Background: an optimization exercise with open tools, aiming at small area, a short achievable clock period and few clock cycles. Do not read the settings as production practice. Where RTL was checked, it was by simulation tests only, not by an equivalence proof against the original. Power is estimated from default activity; no workload was simulated.

==> flow/design.v (excerpt) <==
module DALU(
	clk,
	rst,
	in_valid,
	instruction,
	out_valid,
	out
);
input clk, rst, in_valid;
input [18:0] instruction;
output reg out_valid;
output [15:0] out;
function [8:0] booth3;
	input [5:0] a;
	integer k;
	reg y1, y0, ym;
	begin
		for (k = 0; k < 3; k = k + 1) begin
			y1 = a[2*k+1];
			y0 = a[2*k];
			ym = (k == 0) ? 1'b0 : a[2*k-1];
			booth3[k] = y1 & ~(y0 & ym);
			booth3[3+k] = y0 ^ ym;
			booth3[6+k] = (y1 & ~y0 & ~ym) | (~y1 & y0 & ym);
		end
	end
endfunction
wire [2:0] op = instruction[18:16];
wire [3:0] f = instruction[3:0];
wire [5:0] si = instruction[15:10];
wire [5:0] ti = instruction[9:4];
wire [3:0] li = instruction[3:0];
wire op0 = (op == 3'd0);
wire defined = op0 ? (f <= 4'd4) : (op <= 3'd4);
wire load = in_valid & defined;
wire isop1 = op[0] & ~op[1];
wire isop2 = op[1] & ~op[0];
wire islog = op0 & ~f[2] & ~(f[1] & f[0]);
wire sub = op[2] | (op0 & f[2]);
wire selt = ~op[0] & ~op[2];    
wire d0n = li[1];
wire d01 = li[0];
wire d02 = li[1] & ~li[0];
wire d1n = li[3] & ~(li[2] & li[1]);
  ...
export LEC_CHECK = 0
export CAP_MARGIN = 20
export CORE_MARGIN = 2
export CORE_UTILIZATION = 70
export SLEW_MARGIN = 20
create_clock -name core_clock -period 10.0 [get_ports {clk}]
standard.sh (not shown) runs the stock make flow with config.mk's settings and CLKGATE_MAP_FILE= SYNTH_SCRIPT=/design/flow/synth_recipe.tcl, a recipe that flattens the netlist after the stock synthesis.
==> flow/flow/run.sh <==
#!/bin/bash
# The standard layout (the standard.sh), with two changes:
#  - the input and output ports are buffered by buf_2 cells rather than the
#    default buffer cell;
#  - timing repair aims for 4.4 ns of setup slack beyond the requirement,
#    using cell sizing and pin swapping only.
# The full output of the make run is kept in standard_flow.log.
set -euo pipefail
bash standard.sh "BUFFER_PORTS_ARGS=-buffer_cell sky130_fd_sc_hd__buf_2" \
	SETUP_SLACK_MARGIN=4.4 SETUP_MOVE_SEQUENCE=sizeup,swap finish > standard_flow.log 2>&1
The baseline finished with timing, DRC and antenna clean.
==> next run, changes <==
Settings changed: CORE_UTILIZATION 70 to 40.
The changed run produced a clean layout.
Total power is higher slightly.
Clock skew is unchanged.
Wire length rose by a little under a tenth.
No run of this note included a check of the RTL's function; only the layout flow was run.

---

== job 1279 ==
Another version of the RTL of DALU (not shown whole).
Size in the first run: ~610 cells after synthesis, about 22 flip-flops, roughly 4300 µm² of cells after synthesis.
export LEC_CHECK = 0
export ABC_AREA = 1
export CAP_MARGIN = 20
export CORE_MARGIN = 2
export CORE_UTILIZATION = 40
export SLEW_MARGIN = 20
create_clock -name core_clock -period 10.0 [get_ports {clk}]
==> flow/flow/run.sh <==
#!/bin/bash
# The standard layout, with the input and output ports buffered by buf_2
# cells instead of the default buffer cell.
set -euo pipefail
bash standard.sh "BUFFER_PORTS_ARGS=-buffer_cell sky130_fd_sc_hd__buf_2" finish > standard_flow.log 2>&1
Having completed the whole flow, job 1279 delivered a layout that passed the timing, DRC and antenna checks.
Testbench counts of job 1279, summed over its fixed seeds: cycles 32,000.
Input-level comparison between job 4421 and job 1279:
# job 1279
export LEC_CHECK = 0
export ABC_AREA = 1
export CAP_MARGIN = 20
export CORE_MARGIN = 2
export CORE_UTILIZATION = 40
export SLEW_MARGIN = 20
create_clock -name core_clock -period 10.0 [get_ports {clk}]
# job 4421
export LEC_CHECK = 0
export CAP_MARGIN = 20
export CORE_MARGIN = 2
export CORE_UTILIZATION = 70
export SLEW_MARGIN = 20
create_clock -name core_clock -period 10.0 [get_ports {clk}]
==> flow/flow/run.sh <==
#!/bin/bash
# The standard layout, with the ports buffered by buf_2 cells and timing
# repair aiming for setup slack beyond the requirement (sizeup,swap,buffer).
set -euo pipefail
bash standard.sh "BUFFER_PORTS_ARGS=-buffer_cell sky130_fd_sc_hd__buf_2" \
	SETUP_SLACK_MARGIN=4.4 SETUP_MOVE_SEQUENCE=sizeup,swap,buffer finish > standard_flow.log 2>&1
==> comparison <==
- Met3 demand-to-capacity share in global routing: job 4421 vs job 1279 down 1.0 points
- Measured against each other, job 1279 and job 4421 differ in die outline area, the lower figure coming from job 4421.
- Against job 1279, job 4421 comes in about 24% lower on final instance count without filler cells.
- As far as number of buffers created by CTS goes, job 1279 and job 4421 are indistinguishable; the numbers are identical.
- Areal power density over the cells went down by a few percent going from job 1279 to job 4421.
- Looking at slack of the critical path, job 4421 sits 0.42 ns higher than job 1279 does.
For job 7874, these inputs were changed with respect to job 4421:
# job 4421
export LEC_CHECK = 0
export CAP_MARGIN = 20
export CORE_MARGIN = 2
export CORE_UTILIZATION = 70
export SLEW_MARGIN = 20
create_clock -name core_clock -period 10.0 [get_ports {clk}]
# job 7874
export LEC_CHECK = 0
export CAP_MARGIN = 20
export CORE_MARGIN = 2
export CORE_UTILIZATION = 40
export SLEW_MARGIN = 20
create_clock -name core_clock -period 10.0 [get_ports {clk}]
==> flow/flow/run.sh <==
#!/bin/bash
# The standard layout, with the ports buffered by buf_2 cells and timing
# repair aiming for setup slack beyond the requirement by sizing cells only.
set -euo pipefail
bash standard.sh "BUFFER_PORTS_ARGS=-buffer_cell sky130_fd_sc_hd__buf_2" \
	SETUP_SLACK_MARGIN=5.0 SETUP_MOVE_SEQUENCE=sizeup,swap finish > standard_flow.log 2>&1
Results
- Job 4421 → job 7874: area growth from synthesis to final layout went up by 6.2 points; design area picked up an extra about 6%; worst setup slack after layout went down; total power up about 10%.
For job 2857, these inputs were changed with respect to job 7874:
# job 7874
export LEC_CHECK = 0
export CAP_MARGIN = 20
export CORE_MARGIN = 2
export CORE_UTILIZATION = 40
export SLEW_MARGIN = 20
create_clock -name core_clock -period 10.0 [get_ports {clk}]
# job 2857
export LEC_CHECK = 0
export ABC_AREA = 1
export CAP_MARGIN = 20
export CORE_MARGIN = 2
export CORE_UTILIZATION = 70
export SLEW_MARGIN = 20
create_clock -name core_clock -period 10.0 [get_ports {clk}]
==> flow/flow/run.sh <==
#!/bin/bash
# The standard layout, with the ports buffered by buf_2 cells and timing
# repair aiming for setup slack beyond the requirement (sizeup,swap).
set -euo pipefail
bash standard.sh "BUFFER_PORTS_ARGS=-buffer_cell sky130_fd_sc_hd__buf_2" \
	SETUP_SLACK_MARGIN=4.4 SETUP_MOVE_SEQUENCE=sizeup,swap finish > standard_flow.log 2>&1
==> run summary <==
Job 2857 ended with every stage complete and zero timing, DRC or antenna violations. Critical path's largest stage delay (job 2857 over job 7874): decrease, 0.08 ns. Changes observed in job 2857 relative to job 7874: utilization climbed 32 points; detailed-router iteration count before antenna repair climbed 1; flip-flop and latch share of the layout cell area climbed 0.25 points; detailed placer's ending HPWL climbed 20%. Comparing job 2857 with job 7874, the worst slack at placement came out essentially unchanged. On part of the total power dissipated in the clock network: between job 7874 and job 2857, it ends up lower for job 2857. Taking job 7874 as 1.0, job 2857 lands at 1.13 on switching power. Compared to job 7874, job 2857 reaches a higher achievable clock. Job 2857 leaves more setup margin than job 7874. Portion of the clock cycle consumed by the worst path in the final layout: job 2857 vs job 7874 down 0.74 points.
The following lists how job 4287 was set up differently from job 2857:
# job 2857
export LEC_CHECK = 0
export ABC_AREA = 1
export CAP_MARGIN = 20
export CORE_MARGIN = 2
export CORE_UTILIZATION = 70
export SLEW_MARGIN = 20
create_clock -name core_clock -period 10.0 [get_ports {clk}]
# job 4287
export LEC_CHECK = 0
export ABC_AREA = 1
export CAP_MARGIN = 20
export CORE_MARGIN = 2
export CORE_UTILIZATION = 40
export CTS_BUF_LIST = sky130_fd_sc_hd__clkbuf_4
export SLEW_MARGIN = 20
create_clock -name core_clock -period 10.0 [get_ports {clk}]
==> flow/flow/run.sh <==
#!/bin/bash
# The standard layout, with the input and output ports buffered by buf_2
# cells instead of the default buffer cell.
set -euo pipefail
bash standard.sh "BUFFER_PORTS_ARGS=-buffer_cell sky130_fd_sc_hd__buf_2" finish > standard_flow.log 2>&1
--- outcome ---
- Going from job 2857 to job 4287, total detailed-routing wirelength down about 1.6%, width of the chip went up, core utilization dropped 35 points, average vias per placed instance fell by 12%.
### job 4287 -> job 9507
# job 4287
export LEC_CHECK = 0
export ABC_AREA = 1
export CAP_MARGIN = 20
export CORE_MARGIN = 2
export CORE_UTILIZATION = 40
export CTS_BUF_LIST = sky130_fd_sc_hd__clkbuf_4
export SLEW_MARGIN = 20
create_clock -name core_clock -period 10.0 [get_ports {clk}]
# job 9507
export LEC_CHECK = 0
export CAP_MARGIN = 20
export CORE_MARGIN = 2
export CORE_UTILIZATION = 70
export SLEW_MARGIN = 20
create_clock -name core_clock -period 10.0 [get_ports {clk}]
==> flow/flow/run.sh <==
#!/bin/bash
# The standard layout, with the ports buffered by buf_2 cells and timing
# repair aiming for setup slack beyond the requirement (sizeup,swap).
set -euo pipefail
bash standard.sh "BUFFER_PORTS_ARGS=-buffer_cell sky130_fd_sc_hd__buf_2" \
	SETUP_SLACK_MARGIN=4.6 SETUP_MOVE_SEQUENCE=sizeup,swap finish > standard_flow.log 2>&1
Findings:
- Job 9507 vs. job 4287: global router's overall resource usage went up, utilization up 34 points, worst setup slack went up by 0.36 ns, fraction of the mapped netlist area in compound gates higher, clock insertion delay at the later pin of the skew report has decreased.
- out[8] as the end point of the critical path was reported by job 9507, and a1[2] by job 4287.

---

Starting RTL as in the previous note.
==> flow/config.mk <==
export PLATFORM = sky130hd
export DESIGN_NAME = DALU
export DESIGN_NICKNAME = DALU
export VERILOG_FILES = /design/flow/design.v
export SDC_FILE = /design/flow/constraint.sdc
export NUM_CORES = 4
export LEC_CHECK = 0
export CAP_MARGIN = 20
export CORE_MARGIN = 2
export CORE_UTILIZATION = 70
export SLEW_MARGIN = 20
==> flow/constraint.sdc <==
create_clock -name core_clock -period 10.0 [get_ports {clk}]
set_input_delay 2.0000 -clock core_clock [delete_from_list [all_inputs] [get_ports {clk}]]
set_output_delay 2.0000 -clock core_clock [all_outputs]
set_load 0.01 [all_outputs]
==> flow/flow/run.sh <==
#!/bin/bash
# The standard layout, with the ports buffered by buf_2 cells and timing
# repair aiming for setup slack beyond the requirement (sizeup,swap,split).
set -euo pipefail
bash standard.sh "BUFFER_PORTS_ARGS=-buffer_cell sky130_fd_sc_hd__buf_2" \
	SETUP_SLACK_MARGIN=4.4 SETUP_MOVE_SEQUENCE=sizeup,swap,split finish > standard_flow.log 2>&1
Testbench counts at the start, summed over its fixed seeds: cycles 32,000.
Rerun with:
==> flow/flow/run.sh (replaced) <==
#!/bin/bash
# The standard layout, with the ports buffered by buf_2 cells and timing
# repair aiming for setup slack beyond the requirement by sizing cells only.
set -euo pipefail
bash standard.sh "BUFFER_PORTS_ARGS=-buffer_cell sky130_fd_sc_hd__buf_2" \
	SETUP_SLACK_MARGIN=4.4 SETUP_MOVE_SEQUENCE=sizeup,swap finish > standard_flow.log 2>&1
Settings changed: CORE_UTILIZATION 70 to 40.
Worst hold slack loses 8.4 ps.
Cell area rises by 3.4%.
Synthesized cell count stays the same.
Routed wire length climbs by 1.1%.
Utilization went down by 31 points.
First-iteration DRC count climbs by 15%.
Worst setup slack is better by 3.5 ps.
Rerun with:
Settings changed: CORE_UTILIZATION 40 to 70.
Effect: Worst hold slack gains 7.5 ps. Final cell count came out lower by roughly a tenth. Worst setup slack loses 14 ps. Global-route usage came out higher by 11 points. Die area came out lower by well over a third. Synthesized area stays the same. Design area came out lower by a few percent. Register-to-register slack loses 140 ps. Power came out lower slightly. Routed wire length came out lower slightly. Synthesized cell count does not change.
Rerun with:
==> flow/flow/run.sh (replaced) <==
#!/bin/bash
# The standard layout, with the input and output ports buffered by buf_2
# cells instead of the default buffer cell.
set -euo pipefail
bash standard.sh "BUFFER_PORTS_ARGS=-buffer_cell sky130_fd_sc_hd__buf_2" finish > standard_flow.log 2>&1
Settings changed: CORE_UTILIZATION 70 to 40.
=> Wire length rises by 1.0%. Worst setup slack is worse by 370 ps. Non-clock buffer count does not change.

---

Another version of the RTL of DALU (not shown whole).
For scale: about 510 cells after synthesis, ~19 flip-flops, about 39 I/O pins.
Settings: LEC_CHECK=0, CAP_MARGIN=20, CORE_MARGIN=2, CORE_UTILIZATION=40, SLEW_MARGIN=20; clock period 10.0 ns.
==> flow/flow/run.sh <==
#!/bin/bash
# The standard layout, with the input and output ports buffered by buf_2
# cells instead of the default buffer cell.
set -euo pipefail
bash standard.sh "BUFFER_PORTS_ARGS=-buffer_cell sky130_fd_sc_hd__buf_2" finish > standard_flow.log 2>&1
Then changed:
==> flow/flow/run.sh (replaced) <==
#!/bin/bash
# The standard layout, with the ports buffered by buf_2 cells and timing
# repair aiming for setup slack beyond the requirement (sizeup,swap).
set -euo pipefail
bash standard.sh "BUFFER_PORTS_ARGS=-buffer_cell sky130_fd_sc_hd__buf_2" \
	SETUP_SLACK_MARGIN=4.4 SETUP_MOVE_SEQUENCE=sizeup,swap finish > standard_flow.log 2>&1
--- a/flow/config.mk
+++ b/flow/config.mk
@@ -10 +10 @@
-export CORE_UTILIZATION = 40
+export CORE_UTILIZATION = 70
After rerunning: The new run completed with no timing, DRC or antenna violations; critical path depth is unchanged; synthesized area does not change; flip-flop and latch count stays the same; sequential share of layout area stays flat.
No functional check of the RTL was part of any run of this note.

---

Another version of the RTL of DALU (not shown whole).
For scale: roughly 570 cells after synthesis, ~24 flip-flops.
clock: 10.0 ns
lec_check: 0
cap_margin: 20
core_margin: 2
core_utilization: 40
slew_margin: 20
==> flow/flow/run.sh <==
#!/bin/bash
# The standard layout, with the input and output ports buffered by buf_2
# cells instead of the default buffer cell.
set -euo pipefail
bash standard.sh "BUFFER_PORTS_ARGS=-buffer_cell sky130_fd_sc_hd__buf_2" finish > standard_flow.log 2>&1
Next try:
Settings changed: ABC_AREA set to 1.
Outcome: Synthesized area rose by a few percent. Utilization stays flat. Power rose by a quarter to a third. Global-route usage rose by 2.4 points. Combinational power rose by well over a third. Design area rose by a few percent. Die area rose by a few percent.
Next try:
==> flow/flow/run.sh (replaced) <==
#!/bin/bash
# The standard layout, with the ports buffered by buf_2 cells and timing
# repair aiming for setup slack beyond the requirement by sizing cells only.
set -euo pipefail
bash standard.sh "BUFFER_PORTS_ARGS=-buffer_cell sky130_fd_sc_hd__buf_2" \
	SETUP_SLACK_MARGIN=4.5 SETUP_MOVE_SEQUENCE=sizeup,swap finish > standard_flow.log 2>&1
Settings changed: ABC_AREA 1 to unset.
Outcome:
- design area went up by 3.2%
- total power went down by 16%
- first-iteration DRC count went up by 38%
Function was not checked in any run of this note: the RTL went through the layout flow alone.

---

RTL: one of the versions met above, not the one the previous note started from.
For scale: ~500 cells after synthesis, roughly 22 flip-flops, ~4200 um2 of cells after synthesis.
==> flow/config.mk <==
export PLATFORM = sky130hd
export DESIGN_NAME = DALU
export DESIGN_NICKNAME = DALU
export VERILOG_FILES = /design/flow/design.v
export SDC_FILE = /design/flow/constraint.sdc
export NUM_CORES = 4
export LEC_CHECK = 0
export CAP_MARGIN = 20
export CORE_MARGIN = 2
export CORE_UTILIZATION = 40
export SLEW_MARGIN = 20
==> flow/constraint.sdc <==
create_clock -name core_clock -period 10.0 [get_ports {clk}]
set_input_delay 2.0000 -clock core_clock [delete_from_list [all_inputs] [get_ports {clk}]]
set_output_delay 2.0000 -clock core_clock [all_outputs]
set_load 0.01 [all_outputs]
==> flow/flow/run.sh <==
#!/bin/bash
# The standard layout, with the ports buffered by buf_2 cells and timing
# repair aiming for setup slack beyond the requirement by sizing cells only.
set -euo pipefail
bash standard.sh "BUFFER_PORTS_ARGS=-buffer_cell sky130_fd_sc_hd__buf_2" \
	SETUP_SLACK_MARGIN=4.7 SETUP_MOVE_SEQUENCE=sizeup,swap finish > standard_flow.log 2>&1
Testbench counts at the start, summed over its fixed seeds: cycles 32,000.
Change:
==> flow/flow/run.sh (replaced) <==
#!/bin/bash
# The standard layout, with the ports buffered by buf_2 cells and timing
# repair aiming for setup slack beyond the requirement (sizeup,swap).
set -euo pipefail
bash standard.sh "BUFFER_PORTS_ARGS=-buffer_cell sky130_fd_sc_hd__buf_2" \
	SETUP_SLACK_MARGIN=4.4 SETUP_MOVE_SEQUENCE=sizeup,swap finish > standard_flow.log 2>&1
Settings changed: CORE_UTILIZATION 40 to 70, CTS_BUF_LIST set to sky130_fd_sc_hd__clkbuf_8.
Effect: The changed run ran to the end with no violations; total power falls by a few percent; worst setup slack gets worse by 0.059 ns; synthesized area is unchanged; global-route usage rises by 9.7 points; clock power falls by roughly a tenth.
Change:
==> flow/flow/run.sh (replaced) <==
#!/bin/bash
# The standard layout, with the ports buffered by buf_1 cells and timing
# repair aiming for setup slack beyond the requirement by sizing cells only.
set -euo pipefail
bash standard.sh "BUFFER_PORTS_ARGS=-buffer_cell sky130_fd_sc_hd__buf_1" \
	SETUP_SLACK_MARGIN=4.4 SETUP_MOVE_SEQUENCE=sizeup,swap finish > standard_flow.log 2>&1
Settings changed: CORE_UTILIZATION 70 to 40, CTS_BUF_LIST sky130_fd_sc_hd__clkbuf_8 to not set.
=> Area after synthesis stays the same; die area goes up by well over a third; maximum frequency barely changes; routed wire length goes up by a few percent; cell area goes up by a few percent; clock power goes up by a quarter to a third; combinational power goes down slightly; worst setup slack gets worse by 0.0031 ns.

## separate check: timing with driven ports
No port has a modelled driver above. Below, the same layouts with a new extraction and two added sets of constraints.
Step 1 sets driving cells, clkbuf_16 on the clock port and buf_2 on the other inputs (assumed; they add their load-dependent delay and slew).
Step 2 times the ports against the registers' clock, not the clock port: input delays grow and output delays shrink by t, the midpoint of the rising clock arrivals with the driver on.
Slacks: ideal ports / drivers / drivers and shift; pairs: ideal ports / drivers.
run | shift t [ns] | slack for setup (ns) | hold slack, ns | worst setup path at the end
the first run of note 1 | 0.274 | 4.237 / 4.214 / 3.941 | 0.502 / 0.502 / 0.502 | input to register
the second run of note 1 | 0.284 | 4.259 / 4.227 / 3.954 | 0.524 / 0.524 / 0.524 | input to register
job 1279 | 0.281 | 4.087 / 4.092 / 3.810 | 0.492 / 0.492 / 0.492 | input to register
job 4421 | 0.287 | 4.503 / 4.478 / 4.323 | 0.515 / 0.515 / 0.515 | input to register
job 7874 | 0.289 | 4.476 / 4.452 / 4.222 | 0.521 / 0.521 / 0.521 | input to register
job 2857 | 0.287 | 4.550 / 4.522 / 4.318 | 0.489 / 0.489 / 0.489 | input to register
job 4287 | 0.320 | 4.135 / 4.138 / 3.818 | 0.495 / 0.495 / 0.495 | input to register
job 9507 | 0.293 | 4.493 / 4.466 / 4.231 | 0.521 / 0.521 / 0.521 | input to register
the first run of note 3 | 0.284 | 4.454 / 4.429 / 4.296 | 0.514 / 0.514 / 0.514 | input to register
the second run of note 3 | 0.286 | 4.457 / 4.433 / 4.195 | 0.506 / 0.506 / 0.506 | input to register
the third run of note 3 | 0.285 | 4.443 / 4.418 / 4.195 | 0.513 / 0.513 / 0.513 | input to register
the fourth run of note 3 | 0.285 | 4.069 / 4.077 / 3.791 | 0.516 / 0.516 / 0.516 | input to register
the first run of note 4 | 0.277 | 3.545 / 3.519 / 3.796 | 0.502 / 0.502 / 0.502 | register to output
the second run of note 4 | 0.277 | 4.364 / 4.340 / 4.361 | 0.502 / 0.502 / 0.502 | input to register
the first run of note 5 | 0.286 | 3.714 / 3.681 / 3.788 | 0.647 / 0.647 / 0.647 | input to register
the second run of note 5 | 0.288 | 4.179 / 4.146 / 4.388 | 0.510 / 0.510 / 0.510 | input to register
the third run of note 5 | 0.289 | 4.057 / 4.027 / 4.229 | 0.572 / 0.572 / 0.572 | input to register
the first run of note 6 | 0.286 | 4.502 / 4.475 / 4.290 | 0.521 / 0.521 / 0.521 | input to register
the second run of note 6 | 0.285 | 4.443 / 4.418 / 4.195 | 0.513 / 0.513 / 0.513 | input to register
the third run of note 6 | 0.285 | 4.440 / 4.414 / 4.264 | 0.512 / 0.512 / 0.512 | input to register
After both steps every run listed still meets setup and hold. The setup slack of job 4287, which loses most, moves by +0.003 ns with the drivers and by -0.317 ns with both steps.
